What follows belongs to an exercise in optimizing a design on an open flow for small area; a production flow would make more cautious choices.
Only simulation tests tie the RTL to the original design; equivalence was not proved.
No activity file was given, so power comes from the tool's default toggle rates.

## run A
Design main, start of the top module:
module main(rst_n,clk,keys,leds,seg_nCS,seg_leds);
	input rst_n;
	input clk;
	input [7:0]keys;
	output wire [7:0]leds;
	output wire [5:0]seg_nCS;
	output wire [7:0]seg_leds;
	localparam [2:0]rststa=3'b000,dpysta=3'b001,atosta=3'b010,adpsta=3'b011,mulsta=3'b110,mdpsta=3'b111;
	wire [3:0]ca;
	wire tk1k,tk100,tk10,tk2;
	frediv tb0(clk,rst_n,ca,tk1k,tk100,tk10,tk2);
	wire krst,key1,key2,key3,key4,key5,key7;
	debounce k1(krst,keys[0],clk,tk100,rst_n);
	debounce k2(key1,keys[1],clk,tk100,rst_n);
	debounce k3(key2,keys[2],clk,tk100,rst_n);
	debounce k4(key3,keys[3],clk,tk100,rst_n);
	debounce k5(key4,keys[4],clk,tk100,rst_n);
	debounce k6(key5,keys[5],clk,tk100,rst_n);
	debounce k8(key7,keys[7],clk,tk100,rst_n);
	reg [2:0]crtsta,nxtsta;
	reg [1:0]nktsta; 
	reg folinic;
	reg flag1,flag2,flag3,flag4,flag5;
	reg [7:0]in1,in2,atoin1;
	always@(posedge clk)
		if(!krst)
			crtsta<=rststa;
		else if(tk1k)
		begin
			if(!key1||!key2||!key3||!key4)
				crtsta<=nxtsta;
			else if(!key5||folinic)
				crtsta<={1'b0,nktsta};
		end
	always@(posedge clk or negedge rst_n)
		if(!rst_n)
		begin
			flag1<=0;
			flag2<=0;
			flag3<=0;
			flag4<=0;
		end
		else if(krst&&tk1k)
		begin
			flag1<=!key1;
			flag2<=!key2;
			flag3<=!key3;
			flag4<=!key4;
		end
	wire mulnow=(crtsta==mulsta);
	wire inc1=tk1k&!key2&!flag2&mulnow;
	wire inc2=tk1k&!key3&!flag3&mulnow;
	always@(posedge clk)
	begin
		in1<={8{krst}}&(in1+inc1);
		in2<={8{krst}}&(in2+inc2);
	end
	always@(posedge clk)
	begin
		if(!krst)
			nxtsta<=rststa;
		else if(tk1k)
		begin
			if(!key4&&!flag4)
  ...
clock: 20.0 ns
lec_check: 0
cap_margin: 20
core_margin: 2
core_utilization: 40
place_density: 0.6
slew_margin: 20
standard.sh (not shown) runs the stock make flow with config.mk's settings and CLKGATE_MAP_FILE= SYNTH_SCRIPT=/design/flow/synth_recipe.tcl, a recipe that flattens the netlist after the stock synthesis.
==> flow/flow/run.sh <==
#!/bin/bash
# Own layout flow: the standard flow (standard.sh) with
#  - the standard synthesis, except that ABC maps the combinational logic
#    with flow/area.abc (own_synth.tcl); registers are mapped before ABC and
#    so are exactly the standard synthesis's; full-adder extraction is
#    skipped so that ABC sees all of the logic;
#  - port buffers of the smallest buffer cell instead of the flow's default;
#  - a clock tree of clkbuf_4/clkbuf_8 without dummy loads.
set -euo pipefail
W=$(pwd)
bash "$W/standard.sh" \
  "SYNTH_SCRIPT=$W/flow/own_synth.tcl" \
  "BUFFER_PORTS_ARGS=-buffer_cell sky130_fd_sc_hd__buf_1" \
  "CTS_ARGS=-sink_clustering_enable -repair_clock_nets -dont_use_dummy_load -buf_list {sky130_fd_sc_hd__clkbuf_8} -sink_clustering_size 100 -sink_clustering_max_diameter 1000 -sink_buffer_max_cap_derate 1.0" \
  finish > "$W/orfs_make.log" 2>&1
==> flow/flow/area.abc <==
strash
ifraig
scorr
dc2
strash
&get -n
&dch -f
&nf -R 1000 -C 32 -F 4 -A 4
&put
==> flow/flow/own_synth.tcl <==
# Standard synthesis (synth_recipe.tcl) with one change: the ABC pass that maps
# the combinational logic uses area.abc instead of ORFS's script. Registers
# are mapped before ABC runs, so they are the standard synthesis's.
set ::own_abc_script [file join [file dirname [file normalize [info script]]] area.abc]
proc abc {args} {
  set i [lsearch -exact $args -script]
  if { $i >= 0 } {
    set args [lreplace $args [expr {$i + 1}] [expr {$i + 1}] $::own_abc_script]
  }
  yosys abc {*}$args
}
proc extract_fa {args} { puts "own flow: extract_fa skipped" }
source [file join [file dirname [file dirname $::own_abc_script]] synth_recipe.tcl]
Setup changes, run A to run B
Settings: PLACE_DENSITY now 0.8, was 0.6; CORE_UTILIZATION now 65, was 40.
diff --git a/flow/flow/run.sh b/flow/flow/run.sh
--- a/flow/flow/run.sh
+++ b/flow/flow/run.sh
@@ -12,4 +12,4 @@
   "SYNTH_SCRIPT=$W/flow/own_synth.tcl" \
   "BUFFER_PORTS_ARGS=-buffer_cell sky130_fd_sc_hd__buf_1" \
-  "CTS_ARGS=-sink_clustering_enable -repair_clock_nets -dont_use_dummy_load -buf_list {sky130_fd_sc_hd__clkbuf_8} -sink_clustering_size 100 -sink_clustering_max_diameter 1000 -sink_buffer_max_cap_derate 1.0" \
+  "CTS_ARGS=-sink_clustering_enable -repair_clock_nets -dont_use_dummy_load -buf_list {sky130_fd_sc_hd__buf_6}" \
   finish > "$W/orfs_make.log" 2>&1
==> comparison <==
- Global-route usage: run B vs run A up 10 points
- Relative to run A, run B improves placeable core area.
- Setup slack: run B more than run A
- Fmax: run B vs run A — no meaningful difference
- Looking at routed wire length, run B sits about 4% below run A.
- Total power, run B and run A: larger value in run A
- On clock-pin slew of the registers on the worst-case setup and hold paths, run B and run A are basically level.
[inputs] run C vs run B
Settings: PLACE_DENSITY changed from 0.8 to 0.6; CORE_UTILIZATION changed from 65 to 40.
==> flow/flow/run.sh <==
#!/bin/bash
# Own layout flow: the standard flow (standard.sh) with
#  - the standard synthesis, except that ABC maps the combinational logic
#    with flow/area.abc (own_synth.tcl); registers are mapped before ABC and
#    so are exactly the standard synthesis's;
#  - port buffers of the smallest buffer cell instead of the flow's default;
#  - power recovery (downsizing of cells off the critical paths) after
#    global routing.
set -euo pipefail
W=$(pwd)
bash "$W/standard.sh" \
  "SYNTH_SCRIPT=$W/flow/own_synth.tcl" \
  "BUFFER_PORTS_ARGS=-buffer_cell sky130_fd_sc_hd__buf_1" \
  "RECOVER_POWER=100" \
  finish > "$W/orfs_make.log" 2>&1
==> flow/flow/area.abc <==
strash
ifraig
scorr
dc2
strash
&get -n
&dch -f
&nf -R 1000
&put
diff --git a/flow/flow/own_synth.tcl b/flow/flow/own_synth.tcl
--- a/flow/flow/own_synth.tcl
+++ b/flow/flow/own_synth.tcl
@@ -10,4 +10,3 @@
   yosys abc {*}$args
 }
-proc extract_fa {args} { puts "own flow: extract_fa skipped" }
 source [file join [file dirname [file dirname $::own_abc_script]] synth_recipe.tcl]
[summary]
- Status for run C and run B: clean finish in run B only
- Status run C: flow complete, layout not clean - max-capacitance violations, max-slew violations
- [run C] minimum setup slack after placement fell 0.15 ns relative to run B
- Final number of max-transition violations for run C: 41 up relative to run B
- The standard cell area after detailed placement number comes out lower for run B vs run C.
- Number of buffers other than clock buffers in the final layout in run C is about 3.3% above run B.
- Compared with run B, in run C wire length went up; post-route cell area went up; final worst-path cycle share up 0.97 points; core utilization down 26 points.
- Compared to run B, run C has synthesized cell count 2.8% higher.
Modified inputs, run D compared to run C
==> flow/flow/run.sh <==
#!/bin/bash
# Own layout flow: the standard flow (standard.sh) with
#  - the standard synthesis, except that ABC maps the combinational logic
#    with flow/area.abc (own_synth.tcl); registers are mapped before ABC and
#    so are exactly the standard synthesis's; full-adder extraction is
#    skipped so that ABC sees all of the logic;
#  - port buffers of the smallest buffer cell instead of the flow's default;
#  - a clock tree of clkbuf_4/clkbuf_8 without dummy loads.
set -euo pipefail
W=$(pwd)
bash "$W/standard.sh" \
  "SYNTH_SCRIPT=$W/flow/own_synth.tcl" \
  "BUFFER_PORTS_ARGS=-buffer_cell sky130_fd_sc_hd__buf_1" \
  "CTS_ARGS=-sink_clustering_enable -repair_clock_nets -dont_use_dummy_load -buf_list {sky130_fd_sc_hd__clkbuf_16} -sink_clustering_size 100 -sink_clustering_max_diameter 1000" \
  finish > "$W/orfs_make.log" 2>&1
==> flow/flow/area.abc <==
strash
ifraig
scorr
dc2
strash
&get -n
&dch -f
&nf -R 1000 -C 32 -F 4 -A 4
&put
diff --git a/flow/flow/own_synth.tcl b/flow/flow/own_synth.tcl
--- a/flow/flow/own_synth.tcl
+++ b/flow/flow/own_synth.tcl
@@ -10,3 +10,4 @@
   yosys abc {*}$args
 }
+proc extract_fa {args} { puts "own flow: extract_fa skipped" }
 source [file join [file dirname [file dirname $::own_abc_script]] synth_recipe.tcl]
Findings:
- Changes observed in run D relative to run C: count of clock-net buffers in the final layout dropped 6, fmax now larger.
- Run D: synthesized cell count is 15 lower than what run C reported.
- The power drawn by the combinational cells was comparable across run D and run C.
- Diff run C -> run D | ratio of final minimum period to clock period | decrease of 1.0 points
- Run D has more setup slack than run C.
- Run D finished all stages; the layout is clean.
- Higher proportion of power drawn by flip-flops and latches goes to run D over run C.
- Comparing the two runs side by side, run D comes out ahead of run C on total length of routed wires.

Starting RTL as in the previous note.
clock: 20.0 ns
lec_check: 0
cap_margin: 20
core_margin: 2
core_utilization: 40
place_density: 0.6
slew_margin: 20
==> flow/flow/run.sh <==
#!/bin/bash
# Own layout flow: the standard flow (standard.sh) with
#  - the standard synthesis, except that ABC maps the combinational logic
#    with flow/area.abc (own_synth.tcl); registers are mapped before ABC and
#    so are exactly the standard synthesis's; full-adder extraction is
#    skipped so that ABC sees all of the logic;
#  - port buffers of the smallest buffer cell instead of the flow's default.
set -euo pipefail
W=$(pwd)
bash "$W/standard.sh" \
  "SYNTH_SCRIPT=$W/flow/own_synth.tcl" \
  "BUFFER_PORTS_ARGS=-buffer_cell sky130_fd_sc_hd__buf_1" \
  finish > "$W/orfs_make.log" 2>&1
==> flow/flow/area.abc <==
strash
ifraig
scorr
dc2
strash
&get -n
&dch -f
&nf -R 1000
&put
==> flow/flow/own_synth.tcl <==
# Standard synthesis (synth_recipe.tcl) with one change: the ABC pass that maps
# the combinational logic uses area.abc instead of ORFS's script. Registers
# are mapped before ABC runs, so they are the standard synthesis's.
set ::own_abc_script [file join [file dirname [file normalize [info script]]] area.abc]
proc abc {args} {
  set i [lsearch -exact $args -script]
  if { $i >= 0 } {
    set args [lreplace $args [expr {$i + 1}] [expr {$i + 1}] $::own_abc_script]
  }
  yosys abc {*}$args
}
proc extract_fa {args} { puts "own flow: extract_fa skipped" }
source [file join [file dirname [file dirname $::own_abc_script]] synth_recipe.tcl]
Change:
--- a/flow/flow/run.sh
+++ b/flow/flow/run.sh
@@ -7 +7,2 @@
-#  - port buffers of the smallest buffer cell instead of the flow's default.
+#  - port buffers of the smallest buffer cell instead of the flow's default;
+#  - a clock tree of clkbuf_4/clkbuf_8 without dummy loads.
@@ -12,0 +14 @@
+  "CTS_ARGS=-sink_clustering_enable -repair_clock_nets -dont_use_dummy_load -buf_list {sky130_fd_sc_hd__buf_4} -root_buf sky130_fd_sc_hd__buf_8" \
==> flow/flow/area.abc (replaced) <==
strash
ifraig
scorr
dc2
strash
&get -n
&dch -f
&nf -R 1000 -C 32 -F 4 -A 4
&put
Settings changed: CORE_UTILIZATION 40 to 65, PLACE_DENSITY 0.6 to 0.8.
What happened: The changed run completed with no timing, DRC or antenna violations. Hold slack gets better by 0.0039 ns. Final cell count decreases by 11%. Count of clock-buffer cells in the layout decreases by 1. Worst setup slack gets better by 0.023 ns. Sequential power stays flat. First-iteration DRC count decreases by 12%. Total power decreases by 16%. Critical path depth stays the same. Routed wire length decreases by 5.7%.
Change:
--- a/flow/flow/run.sh
+++ b/flow/flow/run.sh
@@ -7,2 +7 @@
-#  - port buffers of the smallest buffer cell instead of the flow's default;
-#  - a clock tree of clkbuf_4/clkbuf_8 without dummy loads.
+#  - port buffers of the smallest buffer cell instead of the flow's default.
@@ -14 +13 @@
-  "CTS_ARGS=-sink_clustering_enable -repair_clock_nets -dont_use_dummy_load -buf_list {sky130_fd_sc_hd__buf_4} -root_buf sky130_fd_sc_hd__buf_8" \
+  "CTS_ARGS=-sink_clustering_enable -repair_clock_nets -dont_use_dummy_load -buf_list {sky130_fd_sc_hd__clkbuf_2 sky130_fd_sc_hd__clkbuf_4 sky130_fd_sc_hd__clkbuf_8} -sink_clustering_size 16" \
==> flow/flow/area.abc (replaced) <==
strash
ifraig
scorr
dc2
strash
&get -n
&dch -f
&nf -R 1000
&put
Settings changed: CORE_UTILIZATION 65 to 40, GPL_TIMING_DRIVEN from default to 0, PLACE_DENSITY 0.8 to 0.6.
Global-route usage goes down by 9.9 points; maximum frequency went down by 0.82%; design area climbs by 4.1%; die area is higher by 61%.
Change:
--- a/flow/flow/run.sh
+++ b/flow/flow/run.sh
@@ -7 +7,2 @@
-#  - port buffers of the smallest buffer cell instead of the flow's default.
+#  - port buffers of the smallest buffer cell instead of the flow's default;
+#  - a clock tree of clkbuf_4/clkbuf_8 without dummy loads.
@@ -13 +14 @@
-  "CTS_ARGS=-sink_clustering_enable -repair_clock_nets -dont_use_dummy_load -buf_list {sky130_fd_sc_hd__clkbuf_2 sky130_fd_sc_hd__clkbuf_4 sky130_fd_sc_hd__clkbuf_8} -sink_clustering_size 16" \
+  "CTS_ARGS=-sink_clustering_enable -repair_clock_nets -dont_use_dummy_load -buf_list {sky130_fd_sc_hd__clkbuf_4} -root_buf sky130_fd_sc_hd__clkbuf_8 -sink_clustering_size 8" \
==> flow/flow/area.abc (replaced) <==
strash
ifraig
scorr
dc2
strash
&get -n
&dch -f
&nf -R 1000 -C 32 -F 4 -A 4
&put
Settings changed: GPL_TIMING_DRIVEN 0 to default.
Outcome: The changed run finished with timing, DRC and antenna clean; global-route usage is lower by 0.40 points; hold slack improves by 0.0092 ns; final cell count went down by 2.9%; synthesized cell count goes down by 1.8%; final area drops by 2.5%; sequential share of layout area goes up by 1.0 points; area after synthesis drops by 0.88%; combinational power fell by about 4%; via count came out lower by 0.96%; worst setup slack improved by 0.018 ns.

==> separate check: timing with driven ports <==
The flow's constraints put no driver on any port. The routed layouts listed below were extracted and timed again, unchanged, in two steps.
Step 1, drivers: a clkbuf_16 drives clk and a buf_2 each remaining input, both assumed.
Step 2 moves the port delays by t, midway between the first and last clock arrival at a register: inputs arrive t later, outputs are due t later. That takes back most of the time a late clock gives input paths.
Slacks: no drivers / after step 1 / after step 2; pairs: no drivers / after step 1.
run | shift t [ns] | setup slack, ns | clock arrival spread, ns
run A | 0.385 | 14.240 / 14.208 / 14.593 | 0.018 / 0.018
run B | 0.345 | 14.256 / 14.224 / 14.569 | 0.031 / 0.031
run C | 0.387 | 14.063 / 14.026 / 14.103 | 0.007 / 0.007
run D | 0.370 | 14.269 / 14.230 / 14.600 | 0.014 / 0.014
the first run of note 2 | 0.374 | 14.246 / 14.210 / 14.584 | 0.008 / 0.008
the second run of note 2 | 0.339 | 14.269 / 14.234 / 14.573 | 0.027 / 0.027
the third run of note 2 | 0.397 | 14.222 / 14.189 / 14.587 | 0.035 / 0.035
the fourth run of note 2 | 0.385 | 14.240 / 14.208 / 14.593 | 0.018 / 0.018
The worst setup slack also covers recovery checks on asynchronous resets.
